This design comes from an exercise in tuning for small area on the open sky130 flow, not from production work.
Only simulation tests tie the RTL to the original design; equivalence was not proved.
Power and IR drop assume default switching activity.

==> 03-23: inputs <==
// dac_and_adc_top
module dac_and_adc_top (
    input clk,
    input rst_n,
    output tx,   
    output adc_cs_n,
    output adc_sclk,
    output adc_din,
    input adc_dout,
    input key_n,   
    output dac_cs_n,
    output dac_din,
    output dac_sclk
);
==> module fifo, before the edit <==
module fifo (
    input clock,
    input rst_n,
    input [11:0] data,
    input rdreq,
    input wrreq,
    output almost_empty,
    output almost_full,
    output [11:0] tap,
    output tap_head
);
  reg [11:0] ring[0:31];
  reg [5:0] count;
  reg [4:0] rd_ptr;   
  reg [4:0] wp;   
  reg [4:0] ph;   
  reg pend;   
  wire do_rd = rdreq && (count != 6'd0);
  wire do_wr = wrreq && (count != 6'd32);
  wire put = pend && (ph == wp);
  function [4:0] next;
    input [4:0] s;
    next = {s[3:0], s[4] ^ s[2] ^ (s[3:0] == 4'd0)};
  endfunction
  integer i;
  always @(posedge clock) begin
    ring[0] <= put ? data : ring[31];
    for (i = 1; i < 32; i = i + 1) ring[i] <= ring[i-1];
  end
  always @(posedge clock, negedge rst_n) begin
    if (!rst_n) begin
      rd_ptr <= 5'd0;
      wp <= 5'd0;
      ph <= 5'd0;
      pend <= 1'b0;
      count <= 6'd0;
    end else begin
      ph <= next(ph);
      if (do_rd) rd_ptr <= next(rd_ptr);
      if (put) wp <= next(wp);
      if (do_wr) pend <= 1'b1;
      else if (put) pend <= 1'b0;
      if (do_wr && !do_rd) count <= count + 6'd1;
      else if (do_rd && !do_wr) count <= count - 6'd1;
    end
  end
  assign tap = ring[31];
  assign tap_head = (ph == rd_ptr);
  assign almost_empty = (count < 6'd2);
  assign almost_full = (count >= 6'd30);
endmodule
==> module dac_tlv5618, before the edit <==
module dac_tlv5618 (
    input clk,
    input rst_n,
    input sending_start,
    output reg sending_done,
    input [8:0] q,
    input inv,
    input exc,
    output dac_cs_n,
    output reg dac_din,
    output reg dac_sclk
);
  reg en;
  reg div;
  reg [5:0] seq;
  wire tick = en && div;
  wire last = seq[5] && seq[0];   
  assign dac_cs_n = (seq == 6'd0);
  wire [3:0] j = 4'd15 - seq[4:1];
  wire [15:0] q16 = {7'd0, q};
  wire [15:0] c191 = 16'd191;
  wire q_bit = q16[j];
  wire word_bit = exc ? c191[j] : inv ? ~(q_bit | q[8] | j[3]) : q_bit;
  always @(posedge clk) begin
    div <= en && !div;
  end
  always @(posedge clk, negedge rst_n) begin
    if (!rst_n) en <= 1'b0;
    else if (sending_start) en <= 1'b1;
    else if (sending_done) en <= 1'b0;
  end
  always @(posedge clk, negedge rst_n) begin
    if (!rst_n) begin
      seq <= 6'd0;
      sending_done <= 1'b0;
      dac_din <= 1'b0;
      dac_sclk <= 1'b0;
    end else begin
      if (!en) seq <= 6'd0;
      else if (div) seq <= last ? 6'd0 : seq + 6'd1;
      sending_done <= div && last;
      if (tick) begin
        dac_sclk <= ~seq[0] | seq[5];
        if (!seq[0] && !seq[5]) begin
          if (seq[4:1] < 4'd7) dac_din <= 1'b0;
          else dac_din <= word_bit;
        end
      end
    end
  end
endmodule
==> module adc_adc128s022, before the edit <==
module adc_adc128s022 (
    input clk,
    input rst_n,
    input receiving_start,
    output reg receiving_done,
    output reg [11:0] data,
    output adc_cs_n,
    output adc_sclk,
    output adc_din,
    input adc_dout
);
  reg en;
  reg [3:0] seq_hi;
  reg seq_lo;
  reg [2:0] div;
  wire [7:0] cnt = {seq_hi, seq_lo, div};
  wire [4:0] seq = cnt[7:3];
  wire tick = en && (cnt[2:0] == 3'd7);
  assign adc_cs_n = ~en;
  assign adc_sclk = ~cnt[3];
  assign adc_din = 1'b0;
  always @(posedge clk, negedge rst_n) begin
    if (!rst_n) en <= 1'b0;
    else if (receiving_start) en <= 1'b1;
    else if (receiving_done) en <= 1'b0;
  end
  wire [7:0] cnt_next = en ? cnt + 8'd1 : 8'd0;
  always @(posedge clk, negedge rst_n) begin
    if (!rst_n) begin
      seq_lo <= 1'b0;
      receiving_done <= 1'b0;
    end else begin
      seq_lo <= cnt_next[3];
      receiving_done <= en && (cnt == 8'hff);
    end
  end
  always @(posedge clk) begin
    seq_hi <= cnt_next[7:4];
    div <= cnt_next[2:0];
  end
  always @(posedge clk) begin
    if (tick && seq[0] && (seq >= 5'd9)) data <= {data[10:0], adc_dout};
  end
endmodule
==> module ctrl_fifo2uart, before the edit <==
module ctrl_fifo2uart (
    input clk,
    input rst_n,
    input start_all,
    output reg fifo_rdreq,
    input fifo_almost_full,
    input fifo_almost_empty,
    output reg uart_en_send,
    output reg sel_fifo_data,
    input uart_tx_done,
    input adc_receiving_done,
    output reg adc_receiving_start
);
  localparam unsigned Idle = 2'b00, Receiving = 2'b01, Sending = 2'b11;
  reg [1:0] state;
  reg start;
  always @(posedge clk, negedge rst_n) begin
    if (!rst_n) sel_fifo_data <= 1'b0;
    else if (uart_tx_done) sel_fifo_data <= ~sel_fifo_data;
  end
  always @(posedge clk, negedge rst_n) begin
    if (!rst_n) begin
      fifo_rdreq <= 1'b0;
      uart_en_send <= 1'b0;
      adc_receiving_start <= 1'b0;
    end else begin
      fifo_rdreq <= uart_tx_done && sel_fifo_data;
      uart_en_send <= (state == Sending);
      adc_receiving_start <= start_all || start || (state == Receiving && adc_receiving_done);
    end
  end
  always @(posedge clk, negedge rst_n) begin
    if (!rst_n) begin
      state <= Idle;
      start <= 1'b0;
    end else begin
      case (state)
        Idle: if (start_all) state <= Receiving;
        Receiving: begin
          start <= 1'b0;
          if (adc_receiving_done && fifo_almost_full) state <= Sending;
        end
        Sending:
        if (uart_tx_done && fifo_almost_empty) begin
          start <= 1'b1;
          state <= Receiving;
        end
        default: begin
          start <= 1'b0;
          state <= Idle;
        end
      endcase
    end
  end
endmodule
clock: 20.0 ns
lec_check: 0
abc_area: 1
cap_margin: 20
core_margin: 2
core_utilization: 70
place_density: 0.75
slew_margin: 20
standard.sh (not shown) runs the stock make flow with config.mk's settings and CLKGATE_MAP_FILE= SYNTH_SCRIPT=/design/flow/synth_recipe.tcl, a recipe that flattens the netlist after the stock synthesis.
==> flow/flow/run.sh <==
#!/bin/bash
# The standard layout (the standard.sh: standard synthesis, floorplan,
# placement, routing) with two changes:
#  * a smaller clock tree: clkbuf_8 buffers only, sink clusters of up to 20
#    flip-flops within 50 um, and no dummy loads;
#  * the input and output ports are buffered with buf_1.
set -euo pipefail
export CTS_ARGS="-sink_clustering_enable -repair_clock_nets -dont_use_dummy_load -buf_list {sky130_fd_sc_hd__clkbuf_8} -sink_clustering_size 20 -sink_clustering_max_diameter 50"
export BUFFER_PORTS_ARGS="-buffer_cell sky130_fd_sc_hd__buf_1"
bash standard.sh > standard.log 2>&1
==> 01-21: changes against 03-23 <==
--- a/flow/design.v
+++ b/flow/design.v
@@ -13,5 +13,4 @@
   reg [5:0] count;
-  reg [4:0] rd_ptr;   
-  reg [4:0] wp;   
-  reg [4:0] ph;   
+  reg [4:0] d_rd;
+  reg [4:0] d_wr;
   reg pend;   
@@ -19,6 +18,6 @@
   wire do_wr = wrreq && (count != 6'd32);
-  wire put = pend && (ph == wp);
-  function [4:0] next;
+  wire put = pend && (d_wr == 5'd0);
+  function [4:0] step;
     input [4:0] s;
-    next = {s[3:0], s[4] ^ s[2] ^ (s[3:0] == 4'd0)};
+    step = {s[3:0], s[4] ^ s[2] ^ (s[3:0] == 4'd0)};
   endfunction
@@ -31,5 +30,4 @@
     if (!rst_n) begin
-      rd_ptr <= 5'd0;
-      wp <= 5'd0;
-      ph <= 5'd0;
+      d_rd <= 5'd0;
+      d_wr <= 5'd0;
       pend <= 1'b0;
@@ -37,5 +35,4 @@
     end else begin
-      ph <= next(ph);
-      if (do_rd) rd_ptr <= next(rd_ptr);
-      if (put) wp <= next(wp);
+      if (!do_rd) d_rd <= step(d_rd);
+      if (!put) d_wr <= step(d_wr);
       if (do_wr) pend <= 1'b1;
@@ -47,3 +44,3 @@
   assign tap = ring[31];
-  assign tap_head = (ph == rd_ptr);
+  assign tap_head = (d_rd == 5'd0);
   assign almost_empty = (count < 6'd2);
@@ -182,3 +179,3 @@
   wire last = seq[5] && seq[0];   
-  assign dac_cs_n = (seq == 6'd0);
+  assign dac_cs_n = !en || (seq == 6'd0);
   wire [3:0] j = 4'd15 - seq[4:1];
@@ -190,2 +187,4 @@
     div <= en && !div;
+    if (!en) seq <= 6'd0;
+    else if (div) seq <= last ? 6'd0 : seq + 6'd1;
   end
@@ -198,3 +197,2 @@
     if (!rst_n) begin
-      seq <= 6'd0;
       sending_done <= 1'b0;
@@ -203,5 +201,3 @@
     end else begin
-      if (!en) seq <= 6'd0;
-      else if (div) seq <= last ? 6'd0 : seq + 6'd1;
-      sending_done <= div && last;
+      sending_done <= en && div && last;
       if (tick) begin
@@ -337,3 +333,3 @@
   assign adc_cs_n = ~en;
-  assign adc_sclk = ~cnt[3];
+  assign adc_sclk = ~(en & cnt[3]);
   assign adc_din = 1'b0;
@@ -347,6 +343,4 @@
     if (!rst_n) begin
-      seq_lo <= 1'b0;
       receiving_done <= 1'b0;
     end else begin
-      seq_lo <= cnt_next[3];
       receiving_done <= en && (cnt == 8'hff);
@@ -356,2 +350,3 @@
     seq_hi <= cnt_next[7:4];
+    seq_lo <= cnt_next[3];
     div <= cnt_next[2:0];
@@ -377,3 +372,3 @@
   reg [1:0] state;
-  reg start;
+  wire start = (state == Receiving) && uart_en_send;
   always @(posedge clk, negedge rst_n) begin
@@ -382,5 +377,5 @@
   end
+  always @(posedge clk) fifo_rdreq <= uart_tx_done && sel_fifo_data;
   always @(posedge clk, negedge rst_n) begin
     if (!rst_n) begin
-      fifo_rdreq <= 1'b0;
       uart_en_send <= 1'b0;
@@ -388,3 +383,2 @@
     end else begin
-      fifo_rdreq <= uart_tx_done && sel_fifo_data;
       uart_en_send <= (state == Sending);
@@ -394,21 +388,9 @@
   always @(posedge clk, negedge rst_n) begin
-    if (!rst_n) begin
-      state <= Idle;
-      start <= 1'b0;
-    end else begin
+    if (!rst_n) state <= Idle;
+    else begin
       case (state)
         Idle: if (start_all) state <= Receiving;
-        Receiving: begin
-          start <= 1'b0;
-          if (adc_receiving_done && fifo_almost_full) state <= Sending;
-        end
-        Sending:
-        if (uart_tx_done && fifo_almost_empty) begin
-          start <= 1'b1;
-          state <= Receiving;
-        end
-        default: begin
-          start <= 1'b0;
-          state <= Idle;
-        end
+        Receiving: if (adc_receiving_done && fifo_almost_full) state <= Sending;
+        Sending: if (uart_tx_done && fifo_almost_empty) state <= Receiving;
+        default: state <= Idle;
       endcase
==> flow/flow/run.sh (replaced) <==
#!/bin/bash
# The standard layout (standard.sh) with these changes:
#  * synthesis: the standard flow's synthesis script, with Yosys's abc (the mapping of
#    the logic between registers) run with flow/abc_area.script, a stronger
#    area-oriented ABC script; everything else, registers included, is as in
#    the standard synthesis;
#  * a smaller clock tree: clkbuf_8 buffers only, sink clusters of up to 18
#    flip-flops within 45 um, and no dummy loads;
#  * the input and output ports are buffered with buf_1.
# The make output goes to standard.log; ORFS keeps each step's log under
# orfs/logs.
set -euo pipefail
here=$(pwd)
export FLOW_ABC_SCRIPT="$here/flow/abc_area.script"
export CTS_ARGS="-sink_clustering_enable -repair_clock_nets -dont_use_dummy_load -buf_list {sky130_fd_sc_hd__clkbuf_8} -sink_clustering_size 18 -sink_clustering_max_diameter 45"
export BUFFER_PORTS_ARGS="-buffer_cell sky130_fd_sc_hd__buf_1"
{ head -n 1 synth_recipe.tcl; cat flow/abc_override.tcl; tail -n +2 synth_recipe.tcl; } > my_synth.tcl
sed "s|SYNTH_SCRIPT=[^ ]*|SYNTH_SCRIPT=$here/my_synth.tcl|" standard.sh > my_standard.sh
grep -q "SYNTH_SCRIPT=$here/my_synth.tcl" my_standard.sh
bash my_standard.sh > standard.log 2>&1
==> flow/flow/abc_area.script (new file) <==
strash
balance -l
resub -K 6 -l
rewrite -l
resub -K 6 -N 2 -l
refactor -l
resub -K 8 -l
balance -l
resub -K 8 -N 2 -l
rewrite -l
resub -K 10 -l
rewrite -z -l
resub -K 10 -N 2 -l
balance -l
resub -K 12 -l
refactor -z -l
resub -K 12 -N 2 -l
rewrite -z -l
balance -l
dc2
&get -n
&dch -f
&nf -p
&put
strash
&get -n
&dch -f
&nf -p
&put
topo
dnsize -c
==> flow/flow/abc_override.tcl (new file) <==
# Run Yosys's abc with flow/abc_area.script in place of the script ORFS
# picks; every other argument (liberty, dont_use, -D, -constr) is kept.
proc abc {args} {
  set i [lsearch -exact $args -script]
  if { $i >= 0 } { set args [lreplace $args $i [expr {$i + 1}] -script $::env(FLOW_ABC_SCRIPT)] }
  yosys abc {*}$args
}
--- a/flow/config.mk
+++ b/flow/config.mk
@@ -10,4 +10,4 @@
 export CORE_MARGIN = 2
-export CORE_UTILIZATION = 70
-export PLACE_DENSITY = 0.75
+export CORE_UTILIZATION = 80
+export PLACE_DENSITY = 0.85
 export SLEW_MARGIN = 20
==> summary of the runs <==
Non-clock buffer count: 03-23 is higher than 01-21 (1). Against 01-21, the utilization of 03-23 is lower by 13 points. Sequential power is about the same in 01-21 and 03-23. Against 01-21, the cell count of 03-23 is higher by 21%.
==> figures <==
quantity                                                   01-21       03-23
Pin count of the biggest net entering global routing          47          61
Part of the Yosys area used for sequential elements       81.38%      78.58%
Average cell area after synthesis                     14.58 um^2  12.29 um^2
Result of the run               no timing/DRC/antenna violations  no timing/DRC/antenna violations
Sequential cell fraction of total power                    69.2%       70.5%
Switching power share of the total                        20.37%      19.92%
Initial standard-cell utilization of the core             82.39%      71.14%
Vias after detailed routing                                 6939        6692
Layout Nets                                                  928        1135
Synthesized netlist cell count                               862        1079

========
==> inputs of trial 72 <==
dac_and_adc_top, a different RTL version from the one above (not shown whole).
clock: 20.0 ns
lec_check: 0
cap_margin: 20
core_margin: 2
core_utilization: 40
slew_margin: 20
run.sh (not shown) runs the stock make flow with config.mk's settings and CLKGATE_MAP_FILE= SYNTH_SCRIPT=/design/flow/synth_recipe.tcl, a recipe that flattens the netlist after the stock synthesis.
Stock flow here: none of the scripts above is used.
==> inputs of trial 96, as changes to trial 72 <==
--- a/flow/design.v
+++ b/flow/design.v
@@ -7,54 +7,56 @@
     output almost_empty,
     output almost_full,
     output [11:0] tap,
     output tap_head
 );
   reg [11:0] ring[0:31];
   reg [5:0] count;
-  reg [4:0] rd_ptr;   
-  reg [4:0] wp;   
-  reg [4:0] ph;   
+  reg [4:0] d_rd;
+  reg [4:0] d_wr;
   reg pend;   
   wire do_rd = rdreq && (count != 6'd0);
   wire do_wr = wrreq && (count != 6'd32);
-  wire put = pend && (ph == wp);
+  wire put = pend && (d_wr == 5'd0);
+  function [4:0] step;
+    input [4:0] s;
+    step = {s[3:0], s[4] ^ s[2] ^ (s[3:0] == 4'd0)};
+  endfunction
   integer i;
   always @(posedge clock) begin
     ring[0] <= put ? data : ring[31];
     for (i = 1; i < 32; i = i + 1) ring[i] <= ring[i-1];
   end
   always @(posedge clock, negedge rst_n) begin
     if (!rst_n) begin
-      rd_ptr <= 5'd0;
-      wp <= 5'd0;
-      ph <= 5'd0;
+      d_rd <= 5'd0;
+      d_wr <= 5'd0;
       pend <= 1'b0;
       count <= 6'd0;
     end else begin
-      ph <= ph + 5'd1;
-      if (do_rd) rd_ptr <= rd_ptr + 5'd1;
-      if (put) wp <= wp + 5'd1;
+      if (!do_rd) d_rd <= step(d_rd);
+      if (!put) d_wr <= step(d_wr);
       if (do_wr) pend <= 1'b1;
       else if (put) pend <= 1'b0;
       if (do_wr && !do_rd) count <= count + 6'd1;
       else if (do_rd && !do_wr) count <= count - 6'd1;
     end
   end
   assign tap = ring[31];
-  assign tap_head = (ph == rd_ptr);
+  assign tap_head = (d_rd == 5'd0);
   assign almost_empty = (count < 6'd2);
   assign almost_full = (count >= 6'd30);
 endmodule
 module rom_data (
     input [2:0] h,
     input [5:0] k,
-    output [8:0] data
+    output reg [8:0] q,
+    output inv,
+    output exc
 );
-  reg [8:0] q;
   always @(*) begin
     case (k)
       6'd0: q = 9'd128;
       6'd1: q = 9'd131;
       6'd2: q = 9'd135;
       6'd3: q = 9'd139;
       6'd4: q = 9'd143;
@@ -104,26 +106,25 @@
       6'd48: q = 9'd255;
       6'd49: q = 9'd255;
       6'd50: q = 9'd255;
       6'd51: q = 9'd256;
       default: q = 9'd0;
     endcase
   end
-  wire inv = h[1];
-  wire [8:0] v = inv ? (q[8] ? 9'd0 : {1'b0, ~q[7:0]}) : q;
-  assign data = (h[2] && k == 6'd17) ? 9'd191 : v;
+  assign inv = h[1];
+  assign exc = h[2] && k == 6'd17;
 endmodule
 module key_detect (
     input key_n,
     input clk,
     input rst_n,
     output reg press_up
 );
   localparam unsigned Idle = 2'b00, WaitDown = 2'b01, Down = 2'b10, WaitUp = 2'b11;
-  localparam [16:0] FullState = 17'd21611;
+  localparam [16:0] FullState = 17'd104525;
   reg [1:0] state;
   reg [16:0] cnt;
   reg key_nq1, key_nq2, key_nq3, key_nq4;
   always @(posedge clk) begin
     key_nq1 <= key_n;
     key_nq2 <= key_nq1;
     key_nq3 <= key_nq2;
@@ -150,125 +151,129 @@
         else if (cnt_full) begin
           state <= Idle;
           press_up <= 1'b1;
         end
       endcase
     end
   end
-  always @(posedge clk, negedge rst_n) begin
-    if (!rst_n) cnt <= 17'd0;
-    else if (en_cnt) cnt <= {cnt[15:0], ~(cnt[16] ^ cnt[13])};
+  always @(posedge clk) begin
+    if (en_cnt) cnt <= {~cnt[15:0], cnt[16] ^ cnt[13]};
     else cnt <= 17'd0;
   end
 endmodule
 module dac_tlv5618 (
     input clk,
     input rst_n,
     input sending_start,
     output reg sending_done,
-    input [8:0] data,
+    input [8:0] q,
+    input inv,
+    input exc,
     output dac_cs_n,
     output reg dac_din,
     output reg dac_sclk
 );
   reg en;
   reg div;
   reg [5:0] seq;
-  reg [8:0] data_q;
   wire tick = en && div;
   wire last = seq[5] && seq[0];   
   assign dac_cs_n = (seq == 6'd0);
+  wire [3:0] j = 4'd15 - seq[4:1];
+  wire [15:0] q16 = {7'd0, q};
+  wire [15:0] c191 = 16'd191;
+  wire q_bit = q16[j];
+  wire word_bit = exc ? c191[j] : inv ? ~(q_bit | q[8] | j[3]) : q_bit;
   always @(posedge clk) begin
-    if (sending_start) data_q <= data;
+    div <= en && !div;
   end
   always @(posedge clk, negedge rst_n) begin
     if (!rst_n) en <= 1'b0;
     else if (sending_start) en <= 1'b1;
     else if (sending_done) en <= 1'b0;
   end
   always @(posedge clk, negedge rst_n) begin
     if (!rst_n) begin
-      div <= 1'b0;
       seq <= 6'd0;
       sending_done <= 1'b0;
       dac_din <= 1'b0;
       dac_sclk <= 1'b0;
     end else begin
-      div <= en && !div;
       if (!en) seq <= 6'd0;
       else if (div) seq <= last ? 6'd0 : seq + 6'd1;
       sending_done <= div && last;
       if (tick) begin
         dac_sclk <= ~seq[0] | seq[5];
         if (!seq[0] && !seq[5]) begin
           if (seq[4:1] < 4'd7) dac_din <= 1'b0;
-          else dac_din <= data_q[4'd15-seq[4:1]];
+          else dac_din <= word_bit;
         end
       end
     end
   end
 endmodule
 module test_dac_tlv5618 (
     input clk,
     input rst_n,
     input press_up,
     output dac_cs_n,
     output dac_din,
     output dac_sclk
 );
   reg [2:0] h;
-  reg [5:0] k;
+  reg [5:0] c;
+  reg ahead;
   reg sending_start;
   reg done_q1, done_q2;
   wire sending_done;
-  wire [8:0] data;
+  wire [8:0] q;
+  wire inv, exc;
+  wire down = h[0];
+  wire [5:0] k = c ^ {6{down}};
   rom_data rom_data_dut (
       .h(h),
       .k(k),
-      .data(data)
+      .q(q),
+      .inv(inv),
+      .exc(exc)
   );
   dac_tlv5618 dac_tlv5618_dut (
       .clk(clk),
       .rst_n(rst_n),
       .sending_start(sending_start),
       .sending_done(sending_done),
-      .data(data),
+      .q(q),
+      .inv(inv),
+      .exc(exc),
       .dac_cs_n(dac_cs_n),
       .dac_din(dac_din),
       .dac_sclk(dac_sclk)
   );
-  wire k_top = k[5] & k[4] & k[1] & k[0];   
-  wire k_bot = (k == 6'd0);
+  wire c_end = c[5] & c[4] & c[1] & c[0] & (!down | (c[3] & c[2]));
   always @(posedge clk, negedge rst_n) begin
     if (!rst_n) begin
       h <= 3'd0;
-      k <= 6'd0;
+      c <= 6'd0;
+      ahead <= 1'b0;
       sending_start <= 1'b0;
       done_q1 <= 1'b0;
       done_q2 <= 1'b0;
     end else begin
       sending_start <= press_up || sending_done;
       done_q1 <= sending_done;
-      done_q2 <= done_q1;
-      if (done_q2) begin
-        if (!h[0]) begin
-          if (!k_top) k <= k + 6'd1;
-          else if (h[2]) begin
-            h <= 3'd0;
-            k <= 6'd0;
-          end else begin
-            h <= h + 3'd1;
-            k <= 6'd50;
-          end
+      done_q2 <= done_q1;   
+      ahead <= done_q2 || (ahead && !sending_start);
+      if (sending_start && ahead) begin
+        if (!c_end) c <= c + 6'd1;
+        else if (h[2]) begin
+          h <= 3'd0;
+          c <= 6'd0;
         end else begin
-          if (!k_bot) k <= k - 6'd1;
-          else begin
-            h <= h + 3'd1;
-            k <= 6'd1;
-          end
+          h <= h + 3'd1;
+          c <= down ? 6'd1 : 6'd13;
         end
       end
     end
   end
 endmodule
 module uart_byte_tx (
     input [11:0] tap,
@@ -276,35 +281,30 @@
     input sel_high,
     input rst_n,
     input en_send,
     input clk,
     output reg tx,
     output reg tx_done
 );
-  localparam [8:0] EndState = 9'd182;
+  localparam [8:0] EndState = 9'd292;
   reg [8:0] cnt;
   reg [3:0] cnt_bit;   
   reg next_bit;
   wire cnt_end = (cnt == EndState);
   wire last_bit = cnt_bit[3] & cnt_bit[0];
   wire [7:0] tap_byte = sel_high ? {4'b0, tap[11:8]} : tap[7:0];
-  always @(posedge clk, negedge rst_n) begin
-    if (!rst_n) cnt <= 9'd0;
-    else if (en_send && !cnt_end) cnt <= {cnt[7:0], ~(cnt[8] ^ cnt[4])};
+  always @(posedge clk) begin
+    if (en_send && !cnt_end) cnt <= {~cnt[7:0], cnt[8] ^ cnt[4]};
     else cnt <= 9'd0;
+    if (!en_send) cnt_bit <= 4'd0;
+    else if (cnt_end) cnt_bit <= last_bit ? 4'd0 : cnt_bit + 4'd1;
   end
   always @(posedge clk, negedge rst_n) begin
-    if (!rst_n) begin
-      cnt_bit <= 4'd0;
-      tx_done <= 1'b0;
-    end else begin
-      tx_done <= en_send && cnt_end && last_bit;
-      if (!en_send) cnt_bit <= 4'd0;
-      else if (cnt_end) cnt_bit <= last_bit ? 4'd0 : cnt_bit + 4'd1;
-    end
+    if (!rst_n) tx_done <= 1'b0;
+    else tx_done <= en_send && cnt_end && last_bit;
   end
   always @(posedge clk) begin
     if (tap_head) next_bit <= tap_byte[cnt_bit[2:0]];
   end
   always @(posedge clk, negedge rst_n) begin
     if (!rst_n) tx <= 1'b1;
     else if (!en_send) tx <= 1'b1;
@@ -321,35 +321,43 @@
     output reg [11:0] data,
     output adc_cs_n,
     output adc_sclk,
     output adc_din,
     input adc_dout
 );
   reg en;
-  reg [7:0] cnt;   
+  reg [3:0] seq_hi;
+  reg seq_lo;
+  reg [2:0] div;
+  wire [7:0] cnt = {seq_hi, seq_lo, div};
   wire [4:0] seq = cnt[7:3];
   wire tick = en && (cnt[2:0] == 3'd7);
   assign adc_cs_n = ~en;
   assign adc_sclk = ~cnt[3];
   assign adc_din = 1'b0;
   always @(posedge clk, negedge rst_n) begin
     if (!rst_n) en <= 1'b0;
     else if (receiving_start) en <= 1'b1;
     else if (receiving_done) en <= 1'b0;
   end
+  wire [7:0] cnt_next = en ? cnt + 8'd1 : 8'd0;
   always @(posedge clk, negedge rst_n) begin
     if (!rst_n) begin
-      cnt <= 8'd0;
+      seq_lo <= 1'b0;
       receiving_done <= 1'b0;
     end else begin
-      cnt <= en ? cnt + 8'd1 : 8'd0;
+      seq_lo <= cnt_next[3];
       receiving_done <= en && (cnt == 8'hff);
     end
   end
   always @(posedge clk) begin
+    seq_hi <= cnt_next[7:4];
+    div <= cnt_next[2:0];
+  end
+  always @(posedge clk) begin
     if (tick && seq[0] && (seq >= 5'd9)) data <= {data[10:0], adc_dout};
   end
 endmodule
 module ctrl_fifo2uart (
     input clk,
     input rst_n,
     input start_all,
==> flow/flow/run.sh (new file) <==
#!/bin/bash
# The standard layout (standard.sh) with these changes:
#  * synthesis: the standard flow's synthesis script, with Yosys's abc (the mapping of
#    the logic between registers) run with flow/abc_area.script, a stronger
#    area-oriented ABC script; everything else, registers included, is as in
#    the standard synthesis;
#  * a smaller clock tree: clkbuf_8 buffers only, sink clusters of up to 20
#    flip-flops within 50 um, and no dummy loads;
#  * the input and output ports are buffered with buf_1.
# The make output goes to standard.log; ORFS keeps each step's log under
# orfs/logs.
set -euo pipefail
here=$(pwd)
export FLOW_ABC_SCRIPT="$here/flow/abc_area.script"
export CTS_ARGS="-sink_clustering_enable -repair_clock_nets -dont_use_dummy_load -buf_list {sky130_fd_sc_hd__clkbuf_8} -sink_clustering_size 18 -sink_clustering_max_diameter 45"
export BUFFER_PORTS_ARGS="-buffer_cell sky130_fd_sc_hd__buf_1"
{ head -n 1 synth_recipe.tcl; cat flow/abc_override.tcl; tail -n +2 synth_recipe.tcl; } > my_synth.tcl
sed "s|SYNTH_SCRIPT=[^ ]*|SYNTH_SCRIPT=$here/my_synth.tcl|" standard.sh > my_standard.sh
grep -q "SYNTH_SCRIPT=$here/my_synth.tcl" my_standard.sh
bash my_standard.sh > standard.log 2>&1
==> flow/flow/abc_area.script (new file) <==
strash
balance -l
resub -K 6 -l
rewrite -l
resub -K 6 -N 2 -l
refactor -l
resub -K 8 -l
balance -l
resub -K 8 -N 2 -l
rewrite -l
resub -K 10 -l
rewrite -z -l
resub -K 10 -N 2 -l
balance -l
resub -K 12 -l
refactor -z -l
resub -K 12 -N 2 -l
rewrite -z -l
balance -l
dc2
&get -n
&dch -f
&nf -p
&put
topo
dnsize -c
==> flow/flow/abc_override.tcl (new file) <==
# Run Yosys's abc with flow/abc_area.script in place of the script ORFS
# picks; every other argument (liberty, dont_use, -D, -constr) is kept.
proc abc {args} {
  set i [lsearch -exact $args -script]
  if { $i >= 0 } { set args [lreplace $args $i [expr {$i + 1}] -script $::env(FLOW_ABC_SCRIPT)] }
  yosys abc {*}$args
}
==> flow/standard.sh (new file) <==
#!/bin/bash
# synth_recipe.tcl (not shown) runs the flow's synth.tcl, then flattens the netlist and writes it again
# the make line also repeats each setting of config.mk as NAME=value (left out here)
make -C /OpenROAD-flow-scripts/flow DESIGN_CONFIG=/design/flow/config.mk WORK_HOME=/design/flow/orfs CLKGATE_MAP_FILE= SYNTH_SCRIPT=/design/flow/synth_recipe.tcl "${@:-finish}"
==> flow/config.mk (replaced) <==
export PLATFORM = sky130hd
export DESIGN_NAME = dac_and_adc_top
export DESIGN_NICKNAME = dac_and_adc_top
export VERILOG_FILES = /design/flow/design.v
export SDC_FILE = /design/flow/constraint.sdc
export NUM_CORES = 4
export LEC_CHECK = 0
export ABC_AREA = 1
export CAP_MARGIN = 20
export CORE_MARGIN = 2
export CORE_UTILIZATION = 70
export PLACE_DENSITY = 0.75
export SLEW_MARGIN = 20
removed: flow/run.sh
==> inputs of build 18, as changes to trial 72 <==
--- a/flow/design.v
+++ b/flow/design.v
@@ -150,17 +150,16 @@
         else if (cnt_full) begin
           state <= Idle;
           press_up <= 1'b1;
         end
       endcase
     end
   end
-  always @(posedge clk, negedge rst_n) begin
-    if (!rst_n) cnt <= 17'd0;
-    else if (en_cnt) cnt <= {cnt[15:0], ~(cnt[16] ^ cnt[13])};
+  always @(posedge clk) begin
+    if (en_cnt) cnt <= {cnt[15:0], ~(cnt[16] ^ cnt[13])};
     else cnt <= 17'd0;
   end
 endmodule
 module dac_tlv5618 (
     input clk,
     input rst_n,
     input sending_start,
@@ -169,62 +168,62 @@
     output dac_cs_n,
     output reg dac_din,
     output reg dac_sclk
 );
   reg en;
   reg div;
   reg [5:0] seq;
-  reg [8:0] data_q;
   wire tick = en && div;
   wire last = seq[5] && seq[0];   
   assign dac_cs_n = (seq == 6'd0);
   always @(posedge clk) begin
-    if (sending_start) data_q <= data;
+    div <= en && !div;
   end
   always @(posedge clk, negedge rst_n) begin
     if (!rst_n) en <= 1'b0;
     else if (sending_start) en <= 1'b1;
     else if (sending_done) en <= 1'b0;
   end
   always @(posedge clk, negedge rst_n) begin
     if (!rst_n) begin
-      div <= 1'b0;
       seq <= 6'd0;
       sending_done <= 1'b0;
       dac_din <= 1'b0;
       dac_sclk <= 1'b0;
     end else begin
-      div <= en && !div;
       if (!en) seq <= 6'd0;
       else if (div) seq <= last ? 6'd0 : seq + 6'd1;
       sending_done <= div && last;
       if (tick) begin
         dac_sclk <= ~seq[0] | seq[5];
         if (!seq[0] && !seq[5]) begin
           if (seq[4:1] < 4'd7) dac_din <= 1'b0;
-          else dac_din <= data_q[4'd15-seq[4:1]];
+          else dac_din <= data[4'd15-seq[4:1]];
         end
       end
     end
   end
 endmodule
 module test_dac_tlv5618 (
     input clk,
     input rst_n,
     input press_up,
     output dac_cs_n,
     output dac_din,
     output dac_sclk
 );
   reg [2:0] h;
-  reg [5:0] k;
+  reg [5:0] c;
+  reg ahead;
   reg sending_start;
   reg done_q1, done_q2;
   wire sending_done;
   wire [8:0] data;
+  wire down = h[0];
+  wire [5:0] k = c ^ {6{down}};
   rom_data rom_data_dut (
       .h(h),
       .k(k),
       .data(data)
   );
   dac_tlv5618 dac_tlv5618_dut (
       .clk(clk),
@@ -232,43 +231,36 @@
       .sending_start(sending_start),
       .sending_done(sending_done),
       .data(data),
       .dac_cs_n(dac_cs_n),
       .dac_din(dac_din),
       .dac_sclk(dac_sclk)
   );
-  wire k_top = k[5] & k[4] & k[1] & k[0];   
-  wire k_bot = (k == 6'd0);
+  wire c_end = c[5] & c[4] & c[1] & c[0] & (!down | (c[3] & c[2]));
   always @(posedge clk, negedge rst_n) begin
     if (!rst_n) begin
       h <= 3'd0;
-      k <= 6'd0;
+      c <= 6'd0;
+      ahead <= 1'b0;
       sending_start <= 1'b0;
       done_q1 <= 1'b0;
       done_q2 <= 1'b0;
     end else begin
       sending_start <= press_up || sending_done;
       done_q1 <= sending_done;
-      done_q2 <= done_q1;
-      if (done_q2) begin
-        if (!h[0]) begin
-          if (!k_top) k <= k + 6'd1;
-          else if (h[2]) begin
-            h <= 3'd0;
-            k <= 6'd0;
-          end else begin
-            h <= h + 3'd1;
-            k <= 6'd50;
-          end
+      done_q2 <= done_q1;   
+      ahead <= done_q2 || (ahead && !sending_start);
+      if (sending_start && ahead) begin
+        if (!c_end) c <= c + 6'd1;
+        else if (h[2]) begin
+          h <= 3'd0;
+          c <= 6'd0;
         end else begin
-          if (!k_bot) k <= k - 6'd1;
-          else begin
-            h <= h + 3'd1;
-            k <= 6'd1;
-          end
+          h <= h + 3'd1;
+          c <= down ? 6'd1 : 6'd13;
         end
       end
     end
   end
 endmodule
 module uart_byte_tx (
     input [11:0] tap,
@@ -283,28 +275,23 @@
   localparam [8:0] EndState = 9'd182;
   reg [8:0] cnt;
   reg [3:0] cnt_bit;   
   reg next_bit;
   wire cnt_end = (cnt == EndState);
   wire last_bit = cnt_bit[3] & cnt_bit[0];
   wire [7:0] tap_byte = sel_high ? {4'b0, tap[11:8]} : tap[7:0];
-  always @(posedge clk, negedge rst_n) begin
-    if (!rst_n) cnt <= 9'd0;
-    else if (en_send && !cnt_end) cnt <= {cnt[7:0], ~(cnt[8] ^ cnt[4])};
+  always @(posedge clk) begin
+    if (en_send && !cnt_end) cnt <= {cnt[7:0], ~(cnt[8] ^ cnt[4])};
     else cnt <= 9'd0;
+    if (!en_send) cnt_bit <= 4'd0;
+    else if (cnt_end) cnt_bit <= last_bit ? 4'd0 : cnt_bit + 4'd1;
   end
   always @(posedge clk, negedge rst_n) begin
-    if (!rst_n) begin
-      cnt_bit <= 4'd0;
-      tx_done <= 1'b0;
-    end else begin
-      tx_done <= en_send && cnt_end && last_bit;
-      if (!en_send) cnt_bit <= 4'd0;
-      else if (cnt_end) cnt_bit <= last_bit ? 4'd0 : cnt_bit + 4'd1;
-    end
+    if (!rst_n) tx_done <= 1'b0;
+    else tx_done <= en_send && cnt_end && last_bit;
   end
   always @(posedge clk) begin
     if (tap_head) next_bit <= tap_byte[cnt_bit[2:0]];
   end
   always @(posedge clk, negedge rst_n) begin
     if (!rst_n) tx <= 1'b1;
     else if (!en_send) tx <= 1'b1;
@@ -321,35 +308,43 @@
     output reg [11:0] data,
     output adc_cs_n,
     output adc_sclk,
     output adc_din,
     input adc_dout
 );
   reg en;
-  reg [7:0] cnt;   
+  reg [3:0] seq_hi;
+  reg seq_lo;
+  reg [2:0] div;
+  wire [7:0] cnt = {seq_hi, seq_lo, div};
   wire [4:0] seq = cnt[7:3];
   wire tick = en && (cnt[2:0] == 3'd7);
   assign adc_cs_n = ~en;
   assign adc_sclk = ~cnt[3];
   assign adc_din = 1'b0;
   always @(posedge clk, negedge rst_n) begin
     if (!rst_n) en <= 1'b0;
     else if (receiving_start) en <= 1'b1;
     else if (receiving_done) en <= 1'b0;
   end
+  wire [7:0] cnt_next = en ? cnt + 8'd1 : 8'd0;
   always @(posedge clk, negedge rst_n) begin
     if (!rst_n) begin
-      cnt <= 8'd0;
+      seq_lo <= 1'b0;
       receiving_done <= 1'b0;
     end else begin
-      cnt <= en ? cnt + 8'd1 : 8'd0;
+      seq_lo <= cnt_next[3];
       receiving_done <= en && (cnt == 8'hff);
     end
   end
   always @(posedge clk) begin
+    seq_hi <= cnt_next[7:4];
+    div <= cnt_next[2:0];
+  end
+  always @(posedge clk) begin
     if (tick && seq[0] && (seq >= 5'd9)) data <= {data[10:0], adc_dout};
   end
 endmodule
 module ctrl_fifo2uart (
     input clk,
     input rst_n,
     input start_all,
==> flow/flow/run.sh (new file) <==
#!/bin/bash
# The standard layout (the standard.sh: standard synthesis, floorplan,
# placement, routing), with a smaller clock tree: clkbuf_8 buffers only,
# sink clusters of up to 20 flip-flops within 50 um, and no dummy loads.
set -euo pipefail
export CTS_ARGS="-sink_clustering_enable -repair_clock_nets -dont_use_dummy_load -buf_list {sky130_fd_sc_hd__clkbuf_8} -sink_clustering_size 20 -sink_clustering_max_diameter 50"
bash standard.sh > standard.log 2>&1
==> flow/standard.sh (new file) <==
#!/bin/bash
# synth_recipe.tcl (not shown) runs the flow's synth.tcl, then flattens the netlist and writes it again
# the make line also repeats each setting of config.mk as NAME=value (left out here)
make -C /OpenROAD-flow-scripts/flow DESIGN_CONFIG=/design/flow/config.mk WORK_HOME=/design/flow/orfs CLKGATE_MAP_FILE= SYNTH_SCRIPT=/design/flow/synth_recipe.tcl "${@:-finish}"
==> flow/config.mk (replaced) <==
export PLATFORM = sky130hd
export DESIGN_NAME = dac_and_adc_top
export DESIGN_NICKNAME = dac_and_adc_top
export VERILOG_FILES = /design/flow/design.v
export SDC_FILE = /design/flow/constraint.sdc
export NUM_CORES = 4
export LEC_CHECK = 0
export ABC_AREA = 1
export CAP_MARGIN = 20
export CORE_MARGIN = 2
export CORE_UTILIZATION = 70
export PLACE_DENSITY = 0.75
export SLEW_MARGIN = 20
removed: flow/run.sh
==> notes <==
Between build 18 and trial 72, the lower clock power is in build 18 (gap about 50%, measured against trial 72). Between trial 72 and trial 96, the lower die area is in trial 96 (gap 91%, measured against trial 96). In trial 72 the clock-buffer cell count is higher than in trial 96, by 32. Non-clock buffer count is the same in build 18 and trial 72. Total power, lowest first: trial 96, build 18, trial 72. In trial 72 the sequential cell count is higher than in build 18, by 8.
==> figures <==
	trial 72	trial 96	build 18
Power dissipated by switching net loads	365 uW	286 uW	285 uW
Global routing usage on met2	0.145	0.375	0.301
DIE WIDTH	191 um	138 um	144 um
Die height	191 um	138 um	144 um
Pin count of the biggest net entering global routing	80	56	61
Number of multi-input combinational cells in the layout	413	348	505
Worst Hold Slack	307 ps	309 ps	279 ps
Met1 Wirelength	9970 um	9210 um	9300 um
Drt pass-1 iters	4	6	5
Outcome	no timing/DRC/antenna violations	no timing/DRC/antenna violations	no timing/DRC/antenna violations
Share of total power in sequential cells	0.537	0.695	0.697
Met1 Track Usage GR	0.164	0.303	0.285
Share of synthesized flip-flops with an asynchronous set or reset	0.191	0.111	0.120

separate check: timing with driven ports:
The results above use ideal ports. As a check the final layouts listed here were re-extracted and re-timed, cells and wires unchanged.
Step 1 sets driving cells, clkbuf_16 on the clock port and buf_2 on the other inputs (assumed; they add their load-dependent delay and slew).
Step 2, shift: input delay + t, output delay - t, t = (earliest + latest rising clock arrival at the registers) / 2. This alone moves slack from input paths to output paths.
Slacks: no drivers / after step 1 / after step 2; pairs: no drivers / after step 1.
run	t (ns)	setup slack, ns	slew at the worst register clock pin (ns)
03-23	0.590	14.243 / 14.203 / 14.793	0.11 / 0.11
01-21	0.563	14.212 / 14.175 / 14.738	0.12 / 0.12
trial 72	0.580	14.027 / 13.982 / 14.562	0.07 / 0.07
trial 96	0.548	14.405 / 14.365 / 14.913	0.11 / 0.11
build 18	0.544	13.928 / 13.888 / 14.433	0.11 / 0.11
After both steps every run listed still meets setup and hold.
